This design comes from an exercise in tuning for small area on the open sky130 flow, not from production work. Function was checked by simulation only, so behaviour that the tests miss may differ from the original. Power and IR drop assume default switching activity.

==> job 359: inputs <==
## kcpsm6
module kcpsm6 (address, instruction, bram_enable, in_port, out_port, port_id,
               write_strobe, k_write_strobe, read_strobe, interrupt,
               interrupt_ack, sleep, reset, clk);
export LEC_CHECK = 0
export CAP_MARGIN = 20
export CORE_MARGIN = 2
export CORE_UTILIZATION = 45
export CTS_CLUSTER_DIAMETER = 80
export CTS_CLUSTER_SIZE = 20
export SLEW_MARGIN = 20
create_clock -name core_clock -period 10.0 [get_ports {clk}]
run.sh (not shown) runs the stock make flow with config.mk's settings and CLKGATE_MAP_FILE= SYNTH_SCRIPT=/design/flow/synth_recipe.tcl, a recipe that flattens the netlist after the stock synthesis.
==> inputs of job 6978, as changes to job 359 <==
--- a/flow/design.v
+++ b/flow/design.v
@@ -20,29 +20,22 @@
 input         reset;
 input         clk;
 wire [17:0] in = instruction;
 reg  [2:1] t_state;
 reg        run, internal_reset, sync_sleep;
 reg        interrupt_enable, sync_interrupt, active_interrupt;
+reg  [1:0] alu_mux_sel;
 reg        flag_enable, register_enable, spm_enable;
 reg        bank, sx_addr4;
-reg        shift_carry;
+reg        arith_carry, shift_carry, use_zero_flag;
 reg        carry_flag, zero_flag;
-reg  [11:0] pc;
-reg        shadow_zero_flag;
-wire [11:0] return_vector;
-wire       shadow_carry_flag, shadow_bank;
+reg  [11:0] pc, return_vector;
+reg        shadow_carry_flag, shadow_zero_value, shadow_zero_flag, shadow_bank;
 reg  [4:0] stack_pointer;
-reg  [7:0] sx_t1;
-reg        carry_t1;
-reg  [4:0] sy_addr;
-reg        pc_from_reg;
-wire [7:0] rf_read, sx, sy, sy_or_kk, alu_result;
-wire [7:0] arith_logical_result, shift_rotate_result, spm_data;
-wire [1:0] alu_mux_sel;
-wire       arith_carry, use_zero_flag;
+reg  [7:0] arith_logical_result, shift_rotate_result, spm_data;
+wire [7:0] sx, sy, sy_or_kk, alu_result;
 function lut6(input [63:0] init, input [5:0] a);
   lut6 = init[a];
 endfunction
 wire [4:0] stack_pointer_carry;
 wire run_value            = lut6(64'hFFFFF55500000EEE, {1'b0, reset, t_state[2], stack_pointer_carry[4], internal_reset, run});
 wire internal_reset_value = lut6(64'hFFFFF55500000EEE, {1'b1, reset, t_state[2], stack_pointer_carry[4], internal_reset, run});
@@ -77,29 +70,28 @@
 wire pop_stack  = lut6(64'hFFFF100000002000, {1'b0, active_interrupt, pc_move_is_valid, move_type, in[13], in[12]});
 wire push_stack = lut6(64'hFFFF100000002000, {1'b1, active_interrupt, pc_move_is_valid, move_type, in[13], in[12]});
 wire [2:0] arith_logical_sel;
 wire [1:0] alu_mux_sel_value;
 assign alu_mux_sel_value[0] = lut6(64'h03CA000004200000, {2'b01, in[16:13]});
 assign arith_logical_sel[0] = lut6(64'h03CA000004200000, {2'b11, in[16:13]});
-assign alu_mux_sel_value[1] = lut6(64'h7708000000000F00, {1'b0, in[16:13], carry_t1});
-wire arith_carry_in         = lut6(64'h7708000000000F00, {1'b1, in[16:13], carry_t1});
+assign alu_mux_sel_value[1] = lut6(64'h7708000000000F00, {1'b0, in[16:13], carry_flag});
+wire arith_carry_in         = lut6(64'h7708000000000F00, {1'b1, in[16:13], carry_flag});
 assign arith_logical_sel[1] = lut6(64'hD000000002000000, {3'b011, in[16:14]});
 assign arith_logical_sel[2] = lut6(64'hD000000002000000, {3'b111, in[16:14]});
 wire flag_enable_type     = lut6(64'h00013F3F0010F7CE, {1'b0, in[17:13]});
 wire register_enable_type = lut6(64'h00013F3F0010F7CE, {1'b1, in[17:13]});
 wire flag_enable_value     = lut6(64'hC0CC0000A0AA0000, {1'b0, t_state[1], in[17], in[12], register_enable_type, flag_enable_type});
 wire register_enable_value = lut6(64'hC0CC0000A0AA0000, {1'b1, t_state[1], in[17], in[12], register_enable_type, flag_enable_type});
 wire strobe_type        = lut6(64'hA280000000F000F0, {2'b01, in[16:13]});
 wire use_zero_flag_value = lut6(64'hA280000000F000F0, {2'b11, in[16:13]});
 wire k_write_strobe_value = lut6(64'h8000000020000000, {1'b0, t_state[1], strobe_type, in[17], in[14], in[13]});
 wire spm_enable_value     = lut6(64'h8000000020000000, {1'b1, t_state[1], strobe_type, in[17], in[14], in[13]});
 wire read_strobe_value    = lut6(64'h4000000001000000, {1'b0, t_state[1], strobe_type, in[17], in[14], in[13]});
 wire write_strobe_value   = lut6(64'h4000000001000000, {1'b1, t_state[1], strobe_type, in[17], in[14], in[13]});
-assign alu_mux_sel = alu_mux_sel_value;
-assign use_zero_flag = use_zero_flag_value;
-always @(posedge clk) begin
+always @(posedge clk) begin
+  alu_mux_sel <= alu_mux_sel_value;
   if (active_interrupt) begin
     flag_enable <= 1'b0;
     register_enable <= 1'b0;
     k_write_strobe <= 1'b0;
     spm_enable <= 1'b0;
     write_strobe <= 1'b0;
@@ -109,57 +101,52 @@
     register_enable <= register_enable_value;
     k_write_strobe <= k_write_strobe_value;
     spm_enable <= spm_enable_value;
     write_strobe <= write_strobe_value;
     read_strobe <= read_strobe_value;
   end
+  use_zero_flag <= use_zero_flag_value;
 end
 wire regbank_type = lut6(64'h0080020000000000, in[17:12]);
 wire bank_value = lut6(64'hACACFF00FF00FF00, {t_state[1], regbank_type, bank, in[16], shadow_bank, in[0]});
 always @(posedge clk)
-  bank <= bank_next;
+  if (internal_reset) bank <= 1'b0;
+  else bank <= bank_value;
 wire [4:0] sx_addr = {sx_addr4, in[11:8]};
-wire port_type = (in[17:13] == 5'b00100) | (in[17:14] == 4'b1011);
-wire bank_next = internal_reset ? 1'b0 : bank_value;
-wire [4:0] rf_read_addr = t_state[1] ? sx_addr : sy_addr;
-assign sx = sx_t1;   
-assign sy = rf_read;
-always @(posedge clk)
-  if (t_state[1]) begin
-    sx_t1 <= rf_read;
-    carry_t1 <= carry_flag;
-    sy_addr <= {port_type ? bank_next : bank, in[7:4]};
-  end
+wire [4:0] sy_addr = {bank, in[7:4]};
 wire [7:0] half_arith_logical, logical_carry_mask, carry_arith_logical, arith_logical_value;
 wire [7:0] shift_rotate_value;
 genvar i;
 generate for (i = 0; i < 8; i = i + 1) begin : dp
   assign sy_or_kk[i] = in[12] ? in[i] : sy[i];
-  assign out_port[i] = in[13] ? in[i+4] : sx_t1[i];
+  assign out_port[i] = in[13] ? in[i+4] : sx[i];
   assign logical_carry_mask[i] = lut6(64'h69696E8ACCCC0000, {1'b0, arith_logical_sel, sx[i], sy_or_kk[i]});
   assign half_arith_logical[i] = lut6(64'h69696E8ACCCC0000, {1'b1, arith_logical_sel, sx[i], sy_or_kk[i]});
   if (i == 0) begin : lsb
     assign carry_arith_logical[i] = half_arith_logical[i] ? arith_carry_in : logical_carry_mask[i];
     assign arith_logical_value[i] = half_arith_logical[i] ^ arith_carry_in;
   end else begin : msb
     assign carry_arith_logical[i] = half_arith_logical[i] ? carry_arith_logical[i-1] : logical_carry_mask[i];
     assign arith_logical_value[i] = half_arith_logical[i] ^ carry_arith_logical[i-1];
   end
   assign alu_result[i] = lut6(64'hFF00F0F0CCCCAAAA, {alu_mux_sel, spm_data[i], in_port[i], shift_rotate_result[i], arith_logical_result[i]});
 end endgenerate
-wire shift_in_bit = lut6(64'hBFBC8F8CB3B08380, {sx[7], sx[0], carry_t1, in[2:0]});
+wire shift_in_bit = lut6(64'hBFBC8F8CB3B08380, {sx[7], sx[0], carry_flag, in[2:0]});
 assign shift_rotate_value = in[3] ? {shift_in_bit, sx[7:1]} : {sx[6:0], shift_in_bit};
-assign arith_logical_result = arith_logical_value;
-assign arith_carry = carry_arith_logical[7];
-assign shift_rotate_result = in[7] ? hwbuild : shift_rotate_value;
+always @(posedge clk) begin
+  arith_logical_result <= arith_logical_value;
+  arith_carry <= carry_arith_logical[7];
+  if (in[7]) shift_rotate_result <= hwbuild;
+  else shift_rotate_result <= shift_rotate_value;
+end
 wire lower_parity     = lut6(64'h0000000087780000, {2'b01, arith_logical_result[1:0], carry_flag, in[13]});
 wire lower_parity_sel = lut6(64'h0000000087780000, {2'b11, arith_logical_result[1:0], carry_flag, in[13]});
 wire carry_lower_parity = lower_parity_sel ? 1'b0 : lower_parity;
 wire upper_parity = ^arith_logical_result[7:2];
 wire parity = upper_parity ^ carry_lower_parity;
-wire shift_carry_value = lut6(64'hFFFFAACCF0F0F0F0, {in[16], in[7], in[3], shadow_carry_flag, rf_read[7], rf_read[0]});
+wire shift_carry_value = lut6(64'hFFFFAACCF0F0F0F0, {in[16], in[7], in[3], shadow_carry_flag, sx[7], sx[0]});
 wire drive_carry_in_zero = lut6(64'h3333AACCF0AA0000, {1'b0, in[15:14], parity, arith_carry, shift_carry});
 wire carry_flag_value    = lut6(64'h3333AACCF0AA0000, {in[16:14], parity, arith_carry, shift_carry});
 wire carry_in_zero = carry_flag_value ? 1'b0 : drive_carry_in_zero;
 wire lower_zero     = lut6(64'h0000000000000001, {1'b0, alu_result[4:0]});
 wire lower_zero_sel = lut6(64'h0000000000000001, {1'b1, alu_result[4:0]});
 wire carry_lower_zero = lower_zero_sel ? carry_in_zero : lower_zero;
@@ -175,13 +162,13 @@
     zero_flag <= 1'b0;
   end else if (flag_enable) begin
     carry_flag <= carry_flag_value;
     zero_flag <= zero_flag_value;
   end
 end
-wire [11:0] register_vector = 12'd0;   
+wire [11:0] register_vector = {sx[3:0], sy};
 wire [11:0] pc_vector = in[12] ? return_vector : in[11:0];
 wire [11:0] half_pc, pc_value;
 wire [10:0] carry_pc;
 generate for (i = 0; i < 12; i = i + 1) begin : pcl
   if (i == 0) begin : lsb
     assign half_pc[i] = lut6(interrupt_vector[i] ? 64'h00AA00FF33CC0F00 : 64'h00AA000033CC0F00,
@@ -195,22 +182,14 @@
     if (i < 11) begin : mid
       assign carry_pc[i] = half_pc[i] ? carry_pc[i-1] : 1'b0;
     end
   end
 end endgenerate
 always @(posedge clk)
-  if (internal_reset) begin
-    pc <= 12'd0;
-    pc_from_reg <= 1'b0;
-  end else if (t_state[1]) begin
-    pc <= pc_value;
-    pc_from_reg <= pc_mode == 3'b110;
-  end else if (t_state[2]) begin
-    if (pc_from_reg) pc <= {sx_t1[3:0], sy};
-    pc_from_reg <= 1'b0;
-  end
+  if (internal_reset) pc <= 12'd0;
+  else if (t_state[1]) pc <= pc_value;
 wire [4:0] half_pointer_value, feed_pointer_value, stack_pointer_value;
 generate for (i = 0; i < 5; i = i + 1) begin : spl
   assign feed_pointer_value[i] = stack_pointer[i];
   if (i == 0) begin : lsb
     assign half_pointer_value[i] = lut6(64'h001529AAAAAAAAAA, {1'b1, t_state, push_stack, pop_stack, stack_pointer[i]});
     assign stack_pointer_value[i] = half_pointer_value[i];
@@ -221,52 +200,31 @@
     assign stack_pointer_carry[i] = half_pointer_value[i] ? stack_pointer_carry[i-1] : feed_pointer_value[i];
   end
 end endgenerate
 always @(posedge clk)
   if (internal_reset) stack_pointer <= 5'd0;
   else stack_pointer <= stack_pointer_value;
-wire [31:0] sp_sel = 32'd1 << stack_pointer;
-reg  [14:0] stack_ram [0:30];
-reg  [14:0] stack_word;
-integer k;
-always @(posedge clk)
-  for (k = 0; k <= 30; k = k + 1)
-    if (t_state[1] && sp_sel[k]) stack_ram[k] <= {zero_flag, carry_flag, bank, pc};
-always @* begin
-  stack_word = 15'd0;
-  for (k = 0; k <= 30; k = k + 1)
-    stack_word = stack_word | ({15{sp_sel[k+1]}} & stack_ram[k]);
-end
-assign return_vector = stack_word[11:0];
-assign shadow_bank = stack_word[12];
-assign shadow_carry_flag = stack_word[13];
-always @(posedge clk)
-  shadow_zero_flag <= stack_word[14];
-wire [63:0] spm_sel = 64'd1 << sy_or_kk[5:0];
-reg  [7:0] spm_ram [0:63];
-reg  [7:0] spm_ram_data;
-always @(posedge clk)
-  for (k = 0; k < 64; k = k + 1)
-    if (spm_enable && spm_sel[k]) spm_ram[k] <= sx;
-always @* begin
-  spm_ram_data = 8'd0;
-  for (k = 0; k < 64; k = k + 1)
-    spm_ram_data = spm_ram_data | ({8{spm_sel[k]}} & spm_ram[k]);
-end
-assign spm_data = spm_ram_data;
-wire [31:0] sx_sel = 32'd1 << sx_addr;
-wire [31:0] rd_sel = 32'd1 << rf_read_addr;
-reg  [7:0] reg_ram [0:31];
-reg  [7:0] rd_r;
-always @(posedge clk)
-  for (k = 0; k < 32; k = k + 1)
-    if (register_enable && sx_sel[k]) reg_ram[k] <= alu_result;
-always @* begin
-  rd_r = 8'd0;
-  for (k = 0; k < 32; k = k + 1)
-    rd_r = rd_r | ({8{rd_sel[k]}} & reg_ram[k]);
-end
-assign rf_read = rd_r;
-assign address = pc_from_reg ? {sx_t1[3:0], sy} : pc;
+reg  [14:0] stack_ram [0:31];
+always @(posedge clk)
+  if (t_state[1]) stack_ram[stack_pointer] <= {zero_flag, carry_flag, bank, pc};
+wire [14:0] stack_word = stack_ram[stack_pointer];
+always @(posedge clk) begin
+  return_vector <= stack_word[11:0];
+  shadow_bank <= stack_word[12];
+  shadow_carry_flag <= stack_word[13];
+  shadow_zero_value <= stack_word[14];
+  shadow_zero_flag <= shadow_zero_value;
+end
+reg [7:0] spm_ram [0:63];
+always @(posedge clk) begin
+  if (spm_enable) spm_ram[sy_or_kk[5:0]] <= sx;
+  spm_data <= spm_ram[sy_or_kk[5:0]];
+end
+reg [7:0] reg_ram [0:31];
+always @(posedge clk)
+  if (register_enable) reg_ram[sx_addr] <= alu_result;
+assign sx = reg_ram[sx_addr];
+assign sy = reg_ram[sy_addr];
+assign address = pc;
 assign bram_enable = t_state[2];
 assign port_id = sy_or_kk;
 endmodule
Settings changed: ABC_AREA set to 1, CORE_UTILIZATION 45 to 70, CTS_BUF_LIST set to sky130_fd_sc_hd__clkbuf_4 sky130_fd_sc_hd__clkbuf_8, CTS_CLUSTER_DIAMETER 80 to unset, CTS_CLUSTER_SIZE 20 to unset.
==> run notes <==
- Of job 6978 and job 359, job 6978 has the higher final cell count (gap about 15%, measured against job 359).
- In job 6978 the global-route usage is higher than in job 359, by 6.8 points.
- Job 359 passed the timing, DRC and antenna checks. Job 6978 completed with no timing, DRC or antenna violations.
- Of job 6978 and job 359, job 6978 has the higher critical path depth (gap 5).
- Between job 6978 and job 359, the lower setup slack is in job 359 (gap 1.2 ns).
- In job 359 the sequential power is smaller than in job 6978, by about 5.6%.
==> figures <==
quantity                                                              job 359                job 6978
Outcome                                      no timing/DRC/antenna violations  no timing/DRC/antenna violations
Count of cell instances traversed by the critical path                      9                      14
Overall fraction of global-route tracks in use                          30.6%                   37.4%
Core Region                                                        115000 um2               78600 um2
CTS clk-pin slew, worst paths                                         0.08 ns                 0.06 ns
Initial drt markers                                                      5735                    5524
Pre-CTS setup slack                                                  0.806 ns                 2.19 ns
Sequential-cell power consumption                                     5.91 mW                 6.26 mW
Pin count of the biggest net entering global routing                       73                     105
Sum of routed wire segments on met1                                  74500 um                56000 um
Reg2reg start                                           t_state[1]$_SDFF_PP0_  zero_flag$_SDFFE_PP0P_

==> separate check: timing with driven ports <==
Ports are ideal in the flow. The routed layouts listed here were re-timed in OpenROAD. Step 1 sets driving cells, clkbuf_16 on the clock port and buf_2 on the other inputs (assumed; they add their load-dependent delay and slew). Step 2, shift: input delay + t, output delay - t, t = (earliest + latest rising clock arrival at the registers) / 2. This alone moves slack from input paths to output paths. Slacks: ideal ports / drivers / drivers and shift; pairs: ideal ports / drivers.
| run | t (ns) | setup WS [ns] | worst register clock-pin slew, ns | pins driven straight from the clock port |
|---|---|---|---|---|
| job 359 | 0.762 | 0.762 / 0.735 / 0.461 | 0.10 / 0.10 | 1 |
| job 6978 | 0.944 | 1.968 / 1.948 / 1.948 | 0.07 / 0.07 | 1 |
After both steps every run listed still meets setup and hold. For job 359, which loses most, drivers alone change the setup slack by -0.027 ns; drivers and shift together by -0.301 ns.
